From an optimization exercise on the open Yosys and OpenROAD flow, aimed at a short achievable clock period and few clock cycles; shortcuts taken in it are not production practice. At most, simulation tests tie the RTL to the original design; equivalence was not proved. Power is estimated from default activity; no workload was simulated.

==> wip/violet <==
==> flow/design.v <==
module TopLevelPipe(input clk, rst,
	output [31:0] imem_addr, input [31:0] imem_rdata,
	output [31:0] dmem_addr, output [31:0] dmem_wdata, output dmem_we, input [31:0] dmem_rdata);
	reg  [31:0] pcF;
	assign imem_addr = pcF;
	wire [31:0] ins = imem_rdata;
	wire [6:0] op  = ins[6:0];
	wire [2:0] f3  = ins[14:12];
	wire [4:0] rs1 = ins[19:15];
	wire [4:0] rs2 = ins[24:20];
	wire [4:0] rd  = ins[11:7];
	wire isR    = op == 7'b0110011;
	wire isI    = op == 7'b0010011;
	wire isLW   = op == 7'b0000011;
	wire isSW   = op == 7'b0100011;
	wire isB    = op == 7'b1100011;
	wire isJAL  = op == 7'b1101111;
	wire isJALR = op == 7'b1100111;
	wire isLUI  = op == 7'b0110111;
	wire [31:0] immI = {{20{ins[31]}}, ins[31:20]};
	wire [31:0] immS = {{20{ins[31]}}, ins[31:25], ins[11:7]};
	wire [31:0] immB = {{19{ins[31]}}, ins[31], ins[7], ins[30:25], ins[11:8], 1'b0};
	wire [31:0] immJ = {{11{ins[31]}}, ins[31], ins[19:12], ins[20], ins[30:21], 1'b0};
	wire [31:0] immU = {ins[31:12], 12'b0};
	wire usesRs1 = isR | isI | isLW | isSW | isB | isJALR;
	wire usesRs2 = isR | isSW | isB;
	wire regWr   = (isR | isI | isLW | isJAL | isJALR | isLUI) & (rd != 5'd0);
	wire predT = isJAL | (isB & ins[31]);
	wire [31:0] pc4F = pcF + 32'd4;
	wire [31:0] tgtF = pcF + (isJAL ? immJ : immB);
	reg         vE, rwE, ldE, swE, brE, jalrE, predTE, passSelE;
	reg         fwdA, fwdB, fwdS;
	reg  [2:0]  f3E;
	reg  [4:0]  rdE;
	reg  [7:0]  aluE;        
	reg  [31:0] aE, bE, sE, passE, altE;
	reg         rwM, mwM, ldM;
	reg  [4:0]  rdM;
	reg  [31:0] resM, sdM;
	reg  [31:0] rf [1:31];
	wire [31:0] wbM = ldM ? dmem_rdata : resM;
	wire [31:0] rf1 = (rs1 == 5'd0) ? 32'd0 : (rwM && rdM == rs1) ? wbM : rf[rs1];
	wire [31:0] rf2 = (rs2 == 5'd0) ? 32'd0 : (rwM && rdM == rs2) ? wbM : rf[rs2];
	wire stall = ldE & ((usesRs1 & rs1 == rdE) | (usesRs2 & rs2 == rdE));
	wire [31:0] a  = fwdA ? resM : aE;
	wire [31:0] b  = fwdB ? resM : bE;
	wire [31:0] sd = fwdS ? resM : sE;
	wire [31:0] sum  = a + b;
	wire [31:0] diff = a - b;
	wire        lt   = {~a[31], a[30:0]} < {~b[31], b[30:0]};
	wire        ltu  = a < b;
	wire        eq   = a == b;
	wire [31:0] res = ({32{aluE[0]}} & sum) | ({32{aluE[1]}} & diff) | ({32{aluE[2]}} & (a & b)) |
	                  ({32{aluE[3]}} & (a | b)) | ({32{aluE[4]}} & (a ^ b)) |
	                  {31'd0, (aluE[5] & lt) | (aluE[6] & ltu)} | ({32{aluE[7]}} & passE);
	wire cond  = (f3E == 3'b000) ? eq : (f3E == 3'b001) ? ~eq : (f3E == 3'b100) ? lt : (f3E == 3'b101) ? ~lt : 1'b0;
	wire redirE = vE & ((brE & (cond ^ predTE)) | jalrE);
	wire [31:0] fixPC = jalrE ? sum : altE;
	wire [7:0] aluD;
	assign aluD[0] = ((isR | isI) & f3 == 3'b000 & ~(isR & ins[30])) | isLW | isSW;
	assign aluD[1] = isR & f3 == 3'b000 & ins[30];
	assign aluD[2] = (isR | isI) & f3 == 3'b111;
	assign aluD[3] = (isR | isI) & f3 == 3'b110;
	assign aluD[4] = (isR | isI) & f3 == 3'b100;
	assign aluD[5] = (isR | isI) & f3 == 3'b010;
	assign aluD[6] = (isR | isI) & f3 == 3'b011;
	assign aluD[7] = isJAL | isJALR | isLUI;
	wire go = ~rst & ~redirE & ~stall;    
	always @(posedge clk) begin
		if (rst)         pcF <= 32'd0;
		else if (redirE) pcF <= fixPC;
		else if (!stall) pcF <= predT ? tgtF : pc4F;
		vE    <= go;
		rwE   <= go & regWr;
		ldE   <= go & isLW & (rd != 5'd0);
		swE   <= go & isSW;
		brE   <= go & isB;
		jalrE <= go & isJALR;
		predTE <= predT;
		f3E   <= f3;
		rdE   <= rd;
		aluE  <= aluD;
		aE    <= rf1;
		bE    <= (isI | isLW | isJALR) ? immI : isSW ? immS : rf2;
		sE    <= rf2;
		passE <= isLUI ? immU : pc4F;
		altE  <= predT ? pc4F : tgtF;
		fwdA  <= rwE & vE & ~ldE & (rdE == rs1);
		fwdB  <= rwE & vE & ~ldE & (rdE == rs2) & ~(isI | isLW | isJALR | isSW);
		fwdS  <= rwE & vE & ~ldE & (rdE == rs2);
		rwM  <= ~rst & vE & rwE;
		mwM  <= ~rst & vE & swE;
		ldM  <= ldE;
		rdM  <= rdE;
		resM <= res;
		sdM  <= sd;
		if (rwM) rf[rdM] <= wbM;
	end
	assign dmem_addr  = resM;
	assign dmem_wdata = sdM;
	assign dmem_we    = mwM;
endmodule
==> flow/run.sh <==
#!/bin/bash
# synth_recipe.tcl (not shown) runs the flow's synth.tcl, then flattens the netlist and writes it again
# the make line also repeats each setting of config.mk as NAME=value (left out here)
make -C /OpenROAD-flow-scripts/flow DESIGN_CONFIG=/design/flow/config.mk WORK_HOME=/design/flow/orfs CLKGATE_MAP_FILE= SYNTH_SCRIPT=/design/flow/synth_recipe.tcl finish
==> flow/config.mk <==
export PLATFORM = sky130hd
export DESIGN_NAME = TopLevelPipe
export DESIGN_NICKNAME = TopLevelPipe
export VERILOG_FILES = /design/flow/design.v
export SDC_FILE = /design/flow/constraint.sdc
export NUM_CORES = 4
export LEC_CHECK = 0
export CAP_MARGIN = 20
export CORE_MARGIN = 2
export CORE_UTILIZATION = 40
export SLEW_MARGIN = 20
==> flow/constraint.sdc <==
create_clock -name core_clock -period 10.0 [get_ports {clk}]
set_input_delay 2.0000 -clock core_clock [delete_from_list [all_inputs] [get_ports {clk}]]
set_output_delay 2.0000 -clock core_clock [all_outputs]
set_load 0.01 [all_outputs]
==> wip/juniper: changes against wip/violet <==
==> flow/design.v, changed modules only <==
module TopLevelPipe(input clk, rst,
	output [31:0] imem_addr, input [31:0] imem_rdata,
	output [31:0] dmem_addr, output [31:0] dmem_wdata, output dmem_we, input [31:0] dmem_rdata);
	reg  [31:0] pcF;
	assign imem_addr = pcF;
	wire [31:0] ins = imem_rdata;
	wire [6:0] op  = ins[6:0];
	wire [2:0] f3  = ins[14:12];
	wire [4:0] rs1 = ins[19:15];
	wire [4:0] rs2 = ins[24:20];
	wire [4:0] rd  = ins[11:7];
	wire isR    = op == 7'b0110011;
	wire isI    = op == 7'b0010011;
	wire isLW   = op == 7'b0000011;
	wire isSW   = op == 7'b0100011;
	wire isB    = op == 7'b1100011;
	wire isJAL  = op == 7'b1101111;
	wire isJALR = op == 7'b1100111;
	wire isLUI  = op == 7'b0110111;
	wire [31:0] immI = {{20{ins[31]}}, ins[31:20]};
	wire [31:0] immS = {{20{ins[31]}}, ins[31:25], ins[11:7]};
	wire [31:0] immB = {{19{ins[31]}}, ins[31], ins[7], ins[30:25], ins[11:8], 1'b0};
	wire [31:0] immJ = {{11{ins[31]}}, ins[31], ins[19:12], ins[20], ins[30:21], 1'b0};
	wire [31:0] immU = {ins[31:12], 12'b0};
	wire usesRs1 = isR | isI | isLW | isSW | isB | isJALR;
	wire usesRs2 = isR | isSW | isB;
	wire regWr   = (isR | isI | isLW | isJAL | isJALR | isLUI) & (rd != 5'd0);
	localparam BHB = 6, JTB = 4;
	reg  [1:0]  bht [0:(1<<BHB)-1];      
	reg  [(1<<JTB)-1:0] jtv;
	reg  [29:0] jtt [0:(1<<JTB)-1];
	wire [BHB-1:0] bhiF = pcF[BHB+1:2];
	wire [JTB-1:0] jtiF = pcF[JTB+1:2];
	wire bdis  = bht[bhiF][1];
	wire predT = isJAL | (isB & (ins[31] ^ bdis));
	wire [31:0] pc4F = pcF + 32'd4;
	wire [31:0] tgtF = pcF + (isJAL ? immJ : immB);
	wire jhit = jtv[jtiF];
	wire [31:0] jpred = jhit ? {jtt[jtiF], 2'b00} : pc4F;
	reg         vE, rwE, ldE, swE, brE, jalrE, predTE, passSelE;
	reg         fwdA, fwdB, fwdS;
	reg  [2:0]  f3E;
	reg  [4:0]  rdE;
	reg  [7:0]  aluE;        
	reg  [31:0] aE, bE, sE, passE, altE, jpredE;
	reg  [BHB-1:0] bhiE;
	reg  [JTB-1:0] jtiE;
	reg         statE;
	reg         bupM, boutM, jupM;
	reg  [BHB-1:0] bhiM;
	reg  [JTB-1:0] jtiM;
	reg  [29:0] jtgtM;
	reg         rwM, mwM, ldM;
	reg  [4:0]  rdM;
	reg  [31:0] resM, sdM;
	reg  [31:0] rf [1:31];
	wire [31:0] wbM = ldM ? dmem_rdata : resM;
	wire [31:0] rf1 = (rs1 == 5'd0) ? 32'd0 : (rwM && rdM == rs1) ? wbM : rf[rs1];
	wire [31:0] rf2 = (rs2 == 5'd0) ? 32'd0 : (rwM && rdM == rs2) ? wbM : rf[rs2];
	wire stall = ldE & ((usesRs1 & rs1 == rdE) | (usesRs2 & rs2 == rdE));
	wire [31:0] a  = fwdA ? resM : aE;
	wire [31:0] b  = fwdB ? resM : bE;
	wire [31:0] sd = fwdS ? resM : sE;
	wire [31:0] sum  = a + b;
	wire [31:0] diff = a - b;
	wire        lt   = {~a[31], a[30:0]} < {~b[31], b[30:0]};
	wire        ltu  = a < b;
	wire        eq   = a == b;
	wire [31:0] res = ({32{aluE[0]}} & sum) | ({32{aluE[1]}} & diff) | ({32{aluE[2]}} & (a & b)) |
	                  ({32{aluE[3]}} & (a | b)) | ({32{aluE[4]}} & (a ^ b)) |
	                  {31'd0, (aluE[5] & lt) | (aluE[6] & ltu)} | ({32{aluE[7]}} & passE);
	wire cond  = (f3E == 3'b000) ? eq : (f3E == 3'b001) ? ~eq : (f3E == 3'b100) ? lt : (f3E == 3'b101) ? ~lt : 1'b0;
	wire [31:0] jx = a ^ bE ^ jpredE;
	wire [31:0] jg = (a & bE) | ((a ^ bE) & ~jpredE);
	wire jok = (jx == {jg[30:0], 1'b0});
	wire redirE = vE & ((brE & (cond ^ predTE)) | (jalrE & ~jok));
	wire [31:0] fixPC = jalrE ? sum : altE;
	wire [7:0] aluD;
	assign aluD[0] = ((isR | isI) & f3 == 3'b000 & ~(isR & ins[30])) | isLW | isSW;
	assign aluD[1] = isR & f3 == 3'b000 & ins[30];
	assign aluD[2] = (isR | isI) & f3 == 3'b111;
	assign aluD[3] = (isR | isI) & f3 == 3'b110;
	assign aluD[4] = (isR | isI) & f3 == 3'b100;
	assign aluD[5] = (isR | isI) & f3 == 3'b010;
	assign aluD[6] = (isR | isI) & f3 == 3'b011;
	assign aluD[7] = isJAL | isJALR | isLUI;
	wire go = ~rst & ~redirE & ~stall;    
	always @(posedge clk) begin
		if (rst)         pcF <= 32'd0;
		else if (redirE) pcF <= fixPC;
		else if (!stall) pcF <= predT ? tgtF : isJALR ? jpred : pc4F;
		vE    <= go;
		rwE   <= go & regWr;
		ldE   <= go & isLW & (rd != 5'd0);
		swE   <= go & isSW;
		brE   <= go & isB;
		jalrE <= go & isJALR;
		predTE <= predT;
		f3E   <= f3;
		rdE   <= rd;
		aluE  <= aluD;
		aE    <= rf1;
		bE    <= (isI | isLW | isJALR) ? immI : isSW ? immS : rf2;
		sE    <= rf2;
		passE <= isLUI ? immU : pc4F;
		altE  <= predT ? pc4F : tgtF;
		jpredE <= jpred;
		bhiE  <= bhiF;
		jtiE  <= jtiF;
		statE <= ins[31];
		fwdA  <= rwE & vE & ~ldE & (rdE == rs1);
		fwdB  <= rwE & vE & ~ldE & (rdE == rs2) & ~(isI | isLW | isJALR | isSW);
		fwdS  <= rwE & vE & ~ldE & (rdE == rs2);
		rwM  <= ~rst & vE & rwE;
		mwM  <= ~rst & vE & swE;
		ldM  <= ldE;
		rdM  <= rdE;
		resM <= res;
		sdM  <= sd;
		bupM  <= ~rst & vE & brE;
		boutM <= cond ^ statE;           
		bhiM  <= bhiE;
		jupM  <= ~rst & vE & jalrE;
		jtiM  <= jtiE;
		jtgtM <= sum[31:2];
		if (rst) begin : rs
			integer i;
			for (i = 0; i < (1<<BHB); i = i + 1) bht[i] <= 2'd0;
			jtv <= 0;
		end else begin
			if (bupM) bht[bhiM] <= boutM ? (bht[bhiM] == 2'd3 ? 2'd3 : bht[bhiM] + 2'd1)
			                             : (bht[bhiM] == 2'd0 ? 2'd0 : bht[bhiM] - 2'd1);
			if (jupM) begin jtv[jtiM] <= 1'b1; jtt[jtiM] <= jtgtM; end
		end
		if (rwM) rf[rdM] <= wbM;
	end
	assign dmem_addr  = resM;
	assign dmem_wdata = sdM;
	assign dmem_we    = mwM;
endmodule
--- a/flow/config.mk
+++ b/flow/config.mk
@@ -5,7 +5,9 @@
 export SDC_FILE = /design/flow/constraint.sdc
 export NUM_CORES = 4
 export LEC_CHECK = 0
+export ABC_CLOCK_PERIOD_IN_PS = 2500
 export CAP_MARGIN = 20
 export CORE_MARGIN = 2
 export CORE_UTILIZATION = 40
+export SETUP_SLACK_MARGIN = 5
 export SLEW_MARGIN = 20
==> wip/ember: changes against wip/violet <==
==> flow/design.v, changed modules only <==
module TopLevelPipe(input clk, rst,
	output [31:0] imem_addr, input [31:0] imem_rdata,
	output [31:0] dmem_addr, output [31:0] dmem_wdata, output dmem_we, input [31:0] dmem_rdata);
	reg  [31:0] pcF;         
	reg  [31:0] pcO;         
	assign imem_addr = pcO;
	wire [31:0] ins = imem_rdata;
	wire [6:0] op  = ins[6:0];
	wire [2:0] f3  = ins[14:12];
	wire [4:0] rs1 = ins[19:15];
	wire [4:0] rs2 = ins[24:20];
	wire [4:0] rd  = ins[11:7];
	wire isR    = op == 7'b0110011;
	wire isI    = op == 7'b0010011;
	wire isLW   = op == 7'b0000011;
	wire isSW   = op == 7'b0100011;
	wire isB    = op == 7'b1100011;
	wire isJAL  = op == 7'b1101111;
	wire isJALR = op == 7'b1100111;
	wire isLUI  = op == 7'b0110111;
	wire [31:0] immI = {{20{ins[31]}}, ins[31:20]};
	wire [31:0] immS = {{20{ins[31]}}, ins[31:25], ins[11:7]};
	wire [31:0] immB = {{19{ins[31]}}, ins[31], ins[7], ins[30:25], ins[11:8], 1'b0};
	wire [31:0] immJ = {{11{ins[31]}}, ins[31], ins[19:12], ins[20], ins[30:21], 1'b0};
	wire [31:0] immU = {ins[31:12], 12'b0};
	wire [31:0] immT = isJAL ? immJ : immB;
	wire usesRs1 = isR | isI | isLW | isSW | isB | isJALR;
	wire usesRs2 = isR | isSW | isB;
	wire useImm  = isI | isLW | isJALR | isSW;
	wire regWr   = (isR | isI | isLW | isJAL | isJALR | isLUI) & (rd != 5'd0);
	localparam BHI = 5, BTI = 5, BHN = 1 << BHI, BTN = 1 << BTI;
	reg  [1:0]  bht [0:BHN-1];      
	reg  [BTN-1:0] btv;
	reg  [29:0] btt [0:BTN-1];
	wire [BTN-1:0] bts = 1 << pcF[BTI+1:2];
	reg         bdis, bhit, bh1, bh0;
	reg  [29:0] btr;
	always @* begin : tables
		integer i;
		bdis = 1'b0; bhit = 1'b0; bh1 = 1'b0; bh0 = 1'b0; btr = 30'd0;
		for (i = 0; i < BTN; i = i + 1) begin
			bdis = bdis | (bts[i] & bht[i][1]);
			bhit = bhit | (bts[i] & btv[i]);
			bh1  = bh1 | (bts[i] & btv[i] & ~bht[i][1]);    
			bh0  = bh0 | (bts[i] & btv[i] & bht[i][1]);     
			btr  = btr | ({30{bts[i]}} & btt[i]);
		end
	end
	wire [31:0] btgt = {btr, 2'b00};
	wire stat  = ins[31] | (f3 == 3'b001);
	wire predT = isJAL | (isB & (stat ^ bdis));
	wire [31:0] pc4F = pcF + 32'd4;
	wire [31:0] jpred = bhit ? btgt : pc4F;
	reg         vE, rwE, ldE, swE, brE, brqE, jalE, jalrE, predTE, bUsedE;
	reg  [2:0]  f3E;
	reg  [4:0]  rdE;
	reg  [7:0]  aluE;        
	reg  [31:0] aE, bE, sE, passE, pcE, immE, jpredE;
	reg  [BHI-1:0] bhiE, bhiM;
	reg  [BTI-1:0] btiE, btiM;
	reg         statE;
	reg         redirR;      
	reg         fixSelR;     
	reg  [31:0] fixAR, fixBR;
	reg         fdRedirR;    
	reg  [31:0] tpcR, timmR;  
	reg         rwM, mwM, ldM;
	reg  [4:0]  rdM;
	reg  [31:0] resM, sdM, daM;
	reg         bupM, boutM, tupM;
	reg  [29:0] ttgtM;
	reg  [31:0] rf [1:31];
	wire [31:0] wbM = ldM ? dmem_rdata : resM;
	wire [31:0] s1 = 1 << rs1, s2 = 1 << rs2;
	reg  [31:0] rd1, rd2;
	always @* begin : rfread
		integer i;
		rd1 = 32'd0; rd2 = 32'd0;
		for (i = 1; i < 32; i = i + 1) begin
			rd1 = rd1 | ({32{s1[i]}} & rf[i]);
			rd2 = rd2 | ({32{s2[i]}} & rf[i]);
		end
	end
	wire [31:0] rf1 = (rwM && rdM == rs1) ? wbM : rd1;    
	wire [31:0] rf2 = (rwM && rdM == rs2) ? wbM : rd2;
	wire stall = ldE & ((usesRs1 & rs1 == rdE) | (usesRs2 & rs2 == rdE));
	wire fwdE = rwE & ~ldE;
	wire fwdA = fwdE & (rdE == rs1);
	wire fwdB = fwdE & (rdE == rs2) & ~useImm;
	wire fwdS = fwdE & (rdE == rs2);
	wire vEk = vE & ~redirR;             
	wire [31:0] a  = aE;
	wire [31:0] b  = bE;
	wire [31:0] sum  = a + b;
	wire [31:0] diff = a - b;
	wire        lt   = {~a[31], a[30:0]} < {~b[31], b[30:0]};
	wire        ltu  = a < b;
	wire        eq   = a == b;
	wire [31:0] res = ({32{aluE[0]}} & sum) | ({32{aluE[1]}} & diff) | ({32{aluE[2]}} & (a & b)) |
	                  ({32{aluE[3]}} & (a | b)) | ({32{aluE[4]}} & (a ^ b)) |
	                  {31'd0, (aluE[5] & lt) | (aluE[6] & ltu)} | ({32{aluE[7]}} & passE);
	wire cond  = (f3E == 3'b000) ? eq : (f3E == 3'b001) ? ~eq : (f3E == 3'b100) ? lt : (f3E == 3'b101) ? ~lt : 1'b0;
	wire [31:0] tgtE = pcE + immE;
	wire [31:0] pc4E = pcE + 32'd4;
	wire [31:0] jx = a ^ b ^ jpredE;
	wire [31:0] jg = (a & b) | ((a ^ b) & ~jpredE);
	wire jok = (jx == {jg[30:0], 1'b0});
	wire [31:0] tx = pcE ^ immE ^ jpredE;
	wire [31:0] tg = (pcE & immE) | ((pcE ^ immE) & ~jpredE);
	wire tok = (tx == {tg[30:0], 1'b0});
	wire condq = f3E[0] ? ~eq : eq;      
	wire redirQ = vEk & ((brqE & (condq ^ predTE)) | (jalrE & ~jok));
	wire [31:0] fixQ = jalrE ? sum : condq ? tgtE : pc4E;
	wire redirE = vEk & ((brE & ~brqE & (cond ^ predTE)) | ((jalE | (brE & cond)) & bUsedE & ~tok));
	wire [31:0] fixA = tgtE;                  
	wire [7:0] aluD;
	assign aluD[0] = ((isR | isI) & f3 == 3'b000 & ~(isR & ins[30])) | isLW | isSW;
	assign aluD[1] = isR & f3 == 3'b000 & ins[30];
	assign aluD[2] = (isR | isI) & f3 == 3'b111;
	assign aluD[3] = (isR | isI) & f3 == 3'b110;
	assign aluD[4] = (isR | isI) & f3 == 3'b100;
	assign aluD[5] = (isR | isI) & f3 == 3'b010;
	assign aluD[6] = (isR | isI) & f3 == 3'b011;
	assign aluD[7] = isJAL | isJALR | isLUI;
	wire go = ~rst & ~redirR & ~redirQ & ~fdRedirR & ~stall;    
	wire useB = ((isJAL | isJALR) & bhit) | (isB & (stat ? bh1 : bh0));    
	wire [31:0] tgtR = tpcR + timmR;
	wire selB = go & useB;
	wire [31:0] fixR = fixSelR ? fixBR : fixAR;
	wire [31:0] nextF = selB ? btgt : rst ? 32'd0 : redirR ? fixR : redirQ ? fixQ : fdRedirR ? tgtR : stall ? pcO : pc4F;
	wire [31:0] nextO = selB ? btgt : rst ? 32'd0 : redirR ? fixR : redirQ ? fixQ : fdRedirR ? tgtR : stall ? pcF : pcO + 32'd4;
	always @(posedge clk) begin
		pcF <= nextF;
		pcO <= nextO;
		fdRedirR <= go & predT & ~bhit;
		tpcR     <= pcF;
		timmR    <= immT;
		vE    <= go;
		rwE   <= go & regWr;
		ldE   <= go & isLW & (rd != 5'd0);
		swE   <= go & isSW;
		brE   <= go & isB;
		brqE  <= go & isB & ~f3[2];
		jalE  <= go & isJAL;
		jalrE <= go & isJALR;
		predTE <= predT;
		bUsedE <= predT & bhit;
		f3E   <= f3;
		rdE   <= rd;
		aluE  <= aluD;
		aE    <= fwdA ? res : rf1;
		bE    <= fwdB ? res : useImm ? (isSW ? immS : immI) : rf2;
		sE    <= fwdS ? res : rf2;
		passE <= isLUI ? immU : pc4F;
		pcE   <= pcF;
		immE  <= immT;
		jpredE <= jpred;
		bhiE  <= pcF[BHI+1:2];
		btiE  <= pcF[BTI+1:2];
		statE <= stat;
		redirR <= ~rst & redirE;
		fixSelR <= brE & ~cond;
		fixAR  <= fixA;
		fixBR  <= pc4E;
		rwM  <= ~rst & vEk & rwE;
		mwM  <= ~rst & vEk & swE;
		ldM  <= ldE;
		rdM  <= rdE;
		resM <= res;
		daM  <= sum;                     
		sdM  <= sE;
		bupM  <= ~rst & vEk & brE;
		boutM <= cond ^ statE;           
		bhiM  <= bhiE;
		tupM  <= ~rst & vEk & (jalE | jalrE | (brE & cond));
		btiM  <= btiE;
		ttgtM <= jalrE ? sum[31:2] : tgtE[31:2];
		if (rst) begin : rs
			integer i;
			for (i = 0; i < BHN; i = i + 1) bht[i] <= 2'd0;
			btv <= 0;
		end else begin
			if (bupM) bht[bhiM] <= boutM ? (bht[bhiM] == 2'd3 ? 2'd3 : bht[bhiM] + 2'd1)
			                             : (bht[bhiM] == 2'd0 ? 2'd0 : bht[bhiM] - 2'd1);
			if (tupM) begin btv[btiM] <= 1'b1; btt[btiM] <= ttgtM; end
		end
		if (rwM) rf[rdM] <= wbM;
	end
	assign dmem_addr  = daM;
	assign dmem_wdata = sdM;
	assign dmem_we    = mwM;
endmodule
==> flow/flow/run.sh (new file) <==
#!/bin/bash
set -euo pipefail
bash standard.sh SETUP_SLACK_MARGIN=7 finish > standard_make.log 2>&1
==> flow/standard.sh (new file) <==
#!/bin/bash
# synth_recipe.tcl (not shown) runs the flow's synth.tcl, then flattens the netlist and writes it again
# the make line also repeats each setting of config.mk as NAME=value (left out here)
make -C /OpenROAD-flow-scripts/flow DESIGN_CONFIG=/design/flow/config.mk WORK_HOME=/design/flow/orfs CLKGATE_MAP_FILE= SYNTH_SCRIPT=/design/flow/synth_recipe.tcl "${@:-finish}"
--- a/flow/config.mk
+++ b/flow/config.mk
@@ -5,7 +5,8 @@
 export SDC_FILE = /design/flow/constraint.sdc
 export NUM_CORES = 4
 export LEC_CHECK = 0
+export ABC_CLOCK_PERIOD_IN_PS = 2500
 export CAP_MARGIN = 20
 export CORE_MARGIN = 2
-export CORE_UTILIZATION = 40
+export CORE_UTILIZATION = 33
 export SLEW_MARGIN = 20
removed: flow/run.sh
==> qor summary <==
| quantity | wip/violet | wip/juniper | wip/ember |
|---|---|---|---|
| Result of the run | timing/DRC/antenna clean | timing/DRC/antenna clean | timing/DRC/antenna clean |
| Setup WS post-layout | 3640 ps | 5010 ps | 6030 ps |
| Total power draw | 13.3 mW | 20.2 mW | 27.3 mW |
| Worst Reg-to-Reg Cells | 14 | 14 | 15 |
| Number of levels the H-tree was split into | 4 | 4 | 5 |
| Highest metal layer used by the detailed router | met4 | met5 | met5 |
| Number of nets in the synthesized netlist | 4622 | 6279 | 8592 |
| Total power divided by cell area | 184 nW/µm² | 191 nW/µm² | 187 nW/µm² |
| Seq power | 6.10 mW | 9.85 mW | 12.1 mW |
| Count of unique library cells instantiated by Yosys | 75 | 87 | 90 |
| Critical path destination | pcF[30] | pcF[25] | pcO[31] |
| Maximum achievable frequency | 0.157 GHz | 0.200 GHz | 0.252 GHz |
| Via/cell ratio | 6.34 | 6.18 | 6.80 |
| Die X-Extent | 403 µm | 486 µm | 578 µm |
| Peak ir drop on the vdd network | 0.188 mV | 0.209 mV | 0.136 mV |
| Transition time at the pin with the least slew margin | 1130 ps | 1170 ps | 1280 ps |
| Source of the worst hold timing path | ldE | bhiE[3] | sE[28] |
| Met2 routed wirelength | 98800 µm | 147000 µm | 235000 µm |
| Total via count in the routed design | 42300 | 57800 | 95700 |
| Fraction of area in registers | 0.491 | 0.527 | 0.491 |
| Worst Clk Skew | 34.7 ps | 47.9 ps | 66.0 ps |
| Worst setup path start | imem_rdata[2] | fwdA | bE[5] |
| Post-Place Setup Slack | 2950 ps | 3160 ps | 3070 ps |
| Cell-internal power | 9.74 mW | 14.9 mW | 19.7 mW |
| Net count, final | 4689 | 6356 | 9717 |
| Unrepaired setup endpoints after global routing | false | true | true |
| Reg-to-reg endpoint | pcF[13] | pcF[25] | pcO[31] |
Testbench counts of wip/violet, summed over its fixed seeds: cycles 31,335.
Testbench counts of wip/ember, summed over its fixed seeds: cycles 31,023.
For wip/juniper, only the layout was checked, not whether the RTL still works.

[static timing again, ports no longer ideal]
The results above use ideal ports. As a check the final layouts listed here were re-extracted and re-timed, cells and wires unchanged. Step 1 sets driving cells, clkbuf_16 on the clock port and buf_2 on the other inputs (assumed; they add their load-dependent delay and slew). Step 2 adds t to the input delays and takes it off the output delays; t is the mean of the earliest and latest rising clock arrival at the registers after step 1. Input paths then give back, and output paths get back, about the clock's delay inside the block. Three values: ideal ports, drivers, drivers and shift; two values: the first two.
run	t (ns)	setup slack, ns	hold WS [ns]	worst setup path at the end	worst data-port slew with drivers (ns)
wip/violet	0.860	3.644 / 3.689 / 2.829	0.379 / 0.379 / 0.379	input to register	0.08
wip/juniper	0.950	5.005 / 5.005 / 4.127	0.327 / 0.327 / 0.327	input to register	0.12
wip/ember	1.065	6.033 / 6.033 / 4.995	0.328 / 0.328 / 0.328	input to register	0.23
After both steps every run listed still meets setup and hold. For wip/ember, which loses most, drivers alone change the setup slack by 0.000 ns; drivers and shift together by -1.038 ns.
